What follows belongs to an exercise in optimizing a design on an open flow for small area and a short achievable clock period; a production flow would make more cautious choices. At most, simulation tests tie the RTL to the original design; equivalence was not proved. Power figures rest on the tool's default switching activity, not on a simulated workload.

Setup of job 2681:
## top_fp_mul_N32_M23_E8
module top_fp_mul_N32_M23_E8(input  wire clk,
                             input  wire [31:0] a1,
                             input  wire [31:0] b1,
                             output wire [31:0] y);
Size: roughly 1,700 cells after synthesis, ~130 flip-flops, roughly 0.016 mm² of cells after synthesis.
export LEC_CHECK = 0
export ABC_AREA = 1
export CAP_MARGIN = 20
export CORE_MARGIN = 2
export CORE_UTILIZATION = 40
export CTS_CLUSTER_SIZE = 30
export PLACE_DENSITY = 0.75
export SETUP_SLACK_MARGIN = 4.0
export SLEW_MARGIN = 70
export SYNTH_HIERARCHICAL = 1
create_clock -name core_clock -period 8.5 [get_ports {clk}]
standard.sh (not shown) runs the stock make flow with config.mk's settings and CLKGATE_MAP_FILE= SYNTH_SCRIPT=/design/flow/synth_recipe.tcl, a recipe that flattens the netlist after the stock synthesis.
==> flow/flow/run.sh <==
#!/bin/bash
bash standard.sh MATCH_CELL_FOOTPRINT=0 "BUFFER_PORTS_ARGS=-buffer_cell sky130_fd_sc_hd__buf_2" finish > standard.log 2>&1
In summary, job 2681 completed successfully, with a layout that passed the timing, design-rule and antenna checks.
## Diff of input files: job 9345 against job 2681
- CORE_UTILIZATION changed from 40 to 50
- CTS_BUF_LIST newly set to sky130_fd_sc_hd__clkbuf_4 sky130_fd_sc_hd__clkbuf_8
- PLACE_DENSITY changed from 0.75 to 0.8
==> flow/flow/run.sh <==
#!/bin/bash
bash standard.sh MATCH_CELL_FOOTPRINT=0 RECOVER_POWER=50 "BUFFER_PORTS_ARGS=-buffer_cell sky130_fd_sc_hd__buf_2" finish > standard.log 2>&1
Per the comparison of job 9345 with job 2681, final critical-path share of the clock period increased 5.9 points, clock latency on the worst-skew pair shows no meaningful change, critical path depth saw an increase, power down about 0.8%.
Count of clock-buffer cells in the layout was lower in the run labelled job 2681.
Summary of the comparison: global-route usage is higher in job 9345, relative to job 2681.
Job 9345 ends up with lower post-layout instance count excluding filler cells than job 2681 does.
Job 2681 was larger in final cell area than job 9345.
Job 9345 reports a lower wire length than job 2681 does.
Re layout overhead on the synthesized area: job 9345 and job 2681 aren't equal, and the higher value belongs to job 2681.
Compared with job 2681, job 9345 shows a setup slack that is 0.50 ns lower.
Inputs modified between job 9345 and job 9546:
- SLEW_MARGIN: 70 -> 80
==> flow/flow/run.sh <==
#!/bin/bash
bash standard.sh MATCH_CELL_FOOTPRINT=0 "BUFFER_PORTS_ARGS=-buffer_cell sky130_fd_sc_hd__buf_2" finish > standard.log 2>&1
Job 9345 reports its last element of the critical path as rh1[5] while job 9546 reports y[22].
Taking job 9345 as the reference, in job 9546 maximum frequency picked up an extra 0.024 GHz; hold slack neither gained nor lost much; total power picked up an extra about 1.3%; maximum fanout encountered on the critical timing path lost 12.
Changes observed in job 9546 relative to job 9345: slack of the critical path picked up an extra 0.51 ns, clock period minus worst slack lost 0.51 ns, number of vias per cell after detailed routing lost 0.020, area of combinational cells with multiple inputs picked up an extra 0.68%, clock skew lost 0.0071 ns.
Post-detailed-route wirelength per cell down about 1.3% in job 9546 wrt job 9345
Against job 9345, job 9546 comes in 3.7% higher on final instance area.
Inputs modified between job 9546 and job 3108:
- CORE_UTILIZATION: 50 -> 55
- PLACE_DENSITY: 0.8 -> 0.85
- SLEW_MARGIN: 80 -> 70
--- outcome ---
The routed metal-1 wirelength in job 3108 sits 920 µm below the value recorded for job 9546.
Job 3108 ends up with a tightest slew margin relative to the limit that is 5.4 points lower than in job 9546.
Looking at buffering overhead, job 3108 sits below job 9546.
What job 3108 reported for tapcell count has to be multiplied by 1.15 to get the figure for job 9546.
Summary of job 3108 over job 9546: final RePlAce weighted congestion grew by 0.0088, effective utilization at floorplan moved up, part of the power in the clock network went down 1.3 points, count of clock-net buffers in the final layout down 1.
Per the comparison of job 3108 with job 9546, power lost 0.00016 W, post-detailed-placement cell area lower.
Job 3108 | stages: all done | timing, DRC, antenna: all pass

v42:
Starting RTL as in the previous note.
==> flow/config.mk <==
export PLATFORM = sky130hd
export DESIGN_NAME = top_fp_mul_N32_M23_E8
export DESIGN_NICKNAME = top_fp_mul_N32_M23_E8
export VERILOG_FILES = /design/flow/design.v
export SDC_FILE = /design/flow/constraint.sdc
export NUM_CORES = 4
export LEC_CHECK = 0
export ABC_AREA = 1
export CAP_MARGIN = 20
export CORE_MARGIN = 2
export CORE_UTILIZATION = 50
export CTS_BUF_LIST = sky130_fd_sc_hd__clkbuf_4 sky130_fd_sc_hd__clkbuf_8
export CTS_CLUSTER_SIZE = 30
export GPL_ROUTABILITY_DRIVEN = 0
export PLACE_DENSITY = 0.8
export SETUP_SLACK_MARGIN = 4.0
export SLEW_MARGIN = 70
export SYNTH_HIERARCHICAL = 1
==> flow/constraint.sdc <==
create_clock -name core_clock -period 8.5 [get_ports {clk}]
set_input_delay 1.7000 -clock core_clock [delete_from_list [all_inputs] [get_ports {clk}]]
set_output_delay 1.7000 -clock core_clock [all_outputs]
set_load 0.01 [all_outputs]
==> flow/flow/run.sh <==
#!/bin/bash
bash standard.sh MATCH_CELL_FOOTPRINT=0 "BUFFER_PORTS_ARGS=-buffer_cell sky130_fd_sc_hd__buf_2" finish > standard.log 2>&1
Changes in v12 relative to v42:
Settings: a deleted GPL_ROUTABILITY_DRIVEN that had been 0.
==> flow/flow/run.sh <==
#!/bin/bash
bash standard.sh MATCH_CELL_FOOTPRINT=0 RECOVER_POWER=100 "BUFFER_PORTS_ARGS=-buffer_cell sky130_fd_sc_hd__buf_2" finish > standard.log 2>&1
--- outcome ---
- Of the two candidates, v42 has the worse first-iteration DRC count and v12 the better one.
- On total track usage, v12 and v42 are neck and neck.
- Among v12 and v42, a clean, completed layout was produced by v42 alone.
- [compare] base=v42 new=v12: number of setup buffers added after CTS moved down, minimum setup slack in the final design moved down, worst reg2reg path depth moved up.
- Reported for v12 and v42, worst hold path cell count turned out identical to the last digit.
- In v12, the wire length on met1 came out about 7% above the value in v42.
- Status: total chip power parity (v12, v42)
Relative to v12, the following input files were edited for v57:
Settings: a deleted CTS_BUF_LIST that had been sky130_fd_sc_hd__clkbuf_4 sky130_fd_sc_hd__clkbuf_8.
==> flow/flow/run.sh <==
#!/bin/bash
bash standard.sh MATCH_CELL_FOOTPRINT=0 "BUFFER_PORTS_ARGS=-buffer_cell sky130_fd_sc_hd__buf_2" finish > standard.log 2>&1
- v57 leaves more setup margin than v12.
- v57 completed every stage of the flow, and the final layout passed the timing, design-rule and antenna checks.
- Taking v12 as the reference, in v57 first-iteration DRC count saw an increase, global-route usage picked up an extra 0.42 points, aggregate routed wire length now sits higher, post-route cell area increased by 1.6% relative to the old numbers, final cell count without fillers was more or less identical.
- Taking v12 as the reference, in v57 buffer count excluding the clock tree in the final layout down 2; number of clock buffers in the layout higher; maximum frequency saw an increase; wire length of the first global-routing pass went up about 1.2%.
Inputs modified between v57 and v41:
Settings: a change of SETUP_SLACK_MARGIN from 4.0 to 4.25.
Notes after the runs:
- v57 and v41 ended up with roughly the same power in sequential cells.
- Across both runs, count of plain and timing-repair buffers was higher for v41 than for v57.
- Re share of power burned in combinational logic: v41 is 1.2 points up on v57.
--- input diff v41..v52 ---
Settings: an added CTS_BUF_LIST of sky130_fd_sc_hd__clkbuf_4 sky130_fd_sc_hd__clkbuf_8; a change of SETUP_SLACK_MARGIN from 4.25 to 4.0; a change of CTS_CLUSTER_SIZE from 30 to 20.
[summary]
- In the flow results for v41 and v52, the portion of total power attributed to combinational logic is larger on v52.
- Compare v41 and v52 | final critical-path share of the clock period lower: v41
- Share of post-route cells with drive strength above 1 for v52: 4.6 points down relative to v41
- Total wire length shrinks by a few percent when moving from v41 to v52.
- Timing, DRC, antenna: 0 failures across v41 and v52
- v52 vs v41, timing startpoint of the critical path: rlp[1] vs rlp[5]
- The number of setup buffers added after CTS in v52 was lower than what v41 gave.
- Vias after detailed routing | v52 below v41
Setup changes, v52 to v15
Settings: CTS_CLUSTER_SIZE: 20 -> 30; SETUP_SLACK_MARGIN: 4.0 -> 3.9.
Results
v15 against v52: power in combinational cells fell about 1%; area of the die flat; final instance count without filler cells fell by 11; peak supply drop shows a reduction of 0.019 mV. Re global-route wire length before repair: v15 is 290 um down on v52. When v15 is set beside v52, its relative slew slack turns out to be 2.1 points smaller.

top_fp_mul_N32_M23_E8, a different RTL version from the one above (not shown whole).
Size in the first run: roughly 1900 cells after synthesis, about 140 flip-flops, about 97 I/O pins, roughly 17000 µm² of cells after synthesis.
export LEC_CHECK = 0
export ABC_AREA = 1
export CAP_MARGIN = 20
export CORE_MARGIN = 2
export CORE_UTILIZATION = 55
export SETUP_SLACK_MARGIN = 3.5
export SLEW_MARGIN = 70
export SYNTH_HIERARCHICAL = 1
create_clock -name core_clock -period 8.5 [get_ports {clk}]
==> flow/flow/run.sh <==
#!/bin/bash
bash standard.sh MATCH_CELL_FOOTPRINT=0 "BUFFER_PORTS_ARGS=-buffer_cell sky130_fd_sc_hd__buf_2" finish > standard.log 2>&1
Edit:
CORE_UTILIZATION = 40   (was 55)
SLEW_MARGIN = 20   (was 70)
=> Final area climbs slightly; via count rose slightly; power increases slightly; count of clock-buffer cells in the layout grows by 2; core utilization shrinks by 16 points; routed wire length stays flat; die area goes up by well over a third; worst hold slack hardly moves; register-to-register slack is worse by 0.17 ns; sequential cell count stays the same.
Edit:
SETUP_SLACK_MARGIN = 4.0   (was 3.5)
Result: Core utilization grows by 3.7 points. Global-route usage grows by 0.99 points. Via count grows by 4.9%. Hold slack is about the same. Setup slack gets better by 0.17 ns.
Edit:
CTS_CLUSTER_SIZE = 40   (was not set)
PLACE_DENSITY = 0.9   (was not set)
SETUP_SLACK_MARGIN = 3.75   (was 4.0)
SLEW_MARGIN = 70   (was 20)
Fmax drops by 1.8%.
Via count climbs by 5.0%.
Clock-buffer cell count drops by 2.

Setup of job 101:
top_fp_mul_N32_M23_E8, a different RTL version from the one above (not shown whole).
For scale: roughly 1700 cells after synthesis, ~130 flip-flops, about 97 I/O pins.
==> flow/config.mk <==
export PLATFORM = sky130hd
export DESIGN_NAME = top_fp_mul_N32_M23_E8
export DESIGN_NICKNAME = top_fp_mul_N32_M23_E8
export VERILOG_FILES = /design/flow/design.v
export SDC_FILE = /design/flow/constraint.sdc
export NUM_CORES = 4
export LEC_CHECK = 0
export ABC_AREA = 1
export CAP_MARGIN = 20
export CORE_MARGIN = 2
export CORE_UTILIZATION = 50
export CTS_CLUSTER_SIZE = 30
export PLACE_DENSITY = 0.8
export SETUP_SLACK_MARGIN = 4.25
export SLEW_MARGIN = 70
export SYNTH_HIERARCHICAL = 1
==> flow/constraint.sdc <==
create_clock -name core_clock -period 8.5 [get_ports {clk}]
set_input_delay 1.7000 -clock core_clock [delete_from_list [all_inputs] [get_ports {clk}]]
set_output_delay 1.7000 -clock core_clock [all_outputs]
set_load 0.01 [all_outputs]
Scripts as last shown in full above: flow/flow/run.sh
diff inputs: job 101 => job 102
-- flow/config.mk --
<<< job 101, line 9
export CAP_MARGIN = 20
export CORE_MARGIN = 2
export CORE_UTILIZATION = 50
export CTS_CLUSTER_SIZE = 30
export PLACE_DENSITY = 0.8
export SETUP_SLACK_MARGIN = 4.25
export SLEW_MARGIN = 70
export SYNTH_HIERARCHICAL = 1
>>> job 102, line 9
export CAP_MARGIN = 20
export CORE_MARGIN = 2
export CORE_UTILIZATION = 40
export CTS_CLUSTER_SIZE = 30
export PLACE_DENSITY = 0.75
export SETUP_SLACK_MARGIN = 4.0
export SLEW_MARGIN = 70
export SYNTH_HIERARCHICAL = 1
Results
Compared to job 101, job 102 was floorplanned on a bigger die.
Diff job 101 -> job 102: setup slack saw a decrease, total stage count of the critical path saw a decrease, post-route cell area saw a decrease, total count of max-transition violations in the final report saw little to no change.
A worst setup path endpoint of y[22] is what job 101 shows, while y[26] belongs to job 102.
No functional check of the RTL was part of any run of this note.

## port drivers added, routing unchanged
The results above use ideal ports. As a check the final layouts listed here were re-extracted and re-timed, cells and wires unchanged. Step 1, drivers: a clkbuf_16 drives clk and a buf_2 each remaining input, both assumed. Step 2 also shifts input and output timing later by t, the mid clock arrival at the registers, as if the neighbouring blocks saw the same clock. Slacks: ideal ports / drivers / drivers and shift; pairs: ideal ports / drivers.
| run | shift t [ns] | setup WS [ns] | worst setup path at the end | worst register clock-pin slew, ns | worst slew at a driven data input, ns |
|---|---|---|---|---|---|
| job 2681 | 0.473 | 4.121 / 4.077 / 4.181 | register to register | 0.07 / 0.07 | 0.05 |
| job 9345 | 0.474 | 3.616 / 3.616 / 3.616 | register to register | 0.09 / 0.09 | 0.04 |
| job 9546 | 0.499 | 4.129 / 4.084 / 4.204 | register to register | 0.08 / 0.08 | 0.04 |
| job 3108 | 0.498 | 4.102 / 4.060 / 4.178 | register to register | 0.08 / 0.08 | 0.05 |
| v42 | 0.514 | 4.140 / 4.096 / 4.202 | register to register | 0.09 / 0.09 | 0.05 |
| v12 | 0.473 | 2.484 / 2.446 / 2.919 | register to output | 0.09 / 0.09 | 0.04 |
| v57 | 0.464 | 4.124 / 4.078 / 4.162 | register to register | 0.07 / 0.07 | 0.04 |
| v41 | 0.484 | 4.251 / 4.200 / 4.314 | register to register | 0.06 / 0.06 | 0.04 |
| v52 | 0.474 | 4.154 / 4.117 / 4.195 | register to register | 0.09 / 0.09 | 0.04 |
| v15 | 0.495 | 4.036 / 4.036 / 4.036 | register to register | 0.08 / 0.08 | 0.04 |
| the first run of note 3 | 0.485 | 3.760 / 3.706 / 4.002 | register to register | 0.07 / 0.07 | 0.04 |
| the second run of note 3 | 0.494 | 3.817 / 3.761 / 3.833 | register to register | 0.07 / 0.07 | 0.04 |
| the third run of note 3 | 0.494 | 3.983 / 3.925 / 4.046 | register to register | 0.07 / 0.07 | 0.04 |
| the fourth run of note 3 | 0.479 | 3.901 / 3.852 / 3.961 | register to register | 0.07 / 0.07 | 0.04 |
| job 101 | 0.475 | 4.025 / 3.976 / 4.330 | register to register | 0.06 / 0.06 | 0.04 |
| job 102 | 0.478 | 4.010 / 3.961 / 4.345 | register to register | 0.07 / 0.07 | 0.04 |
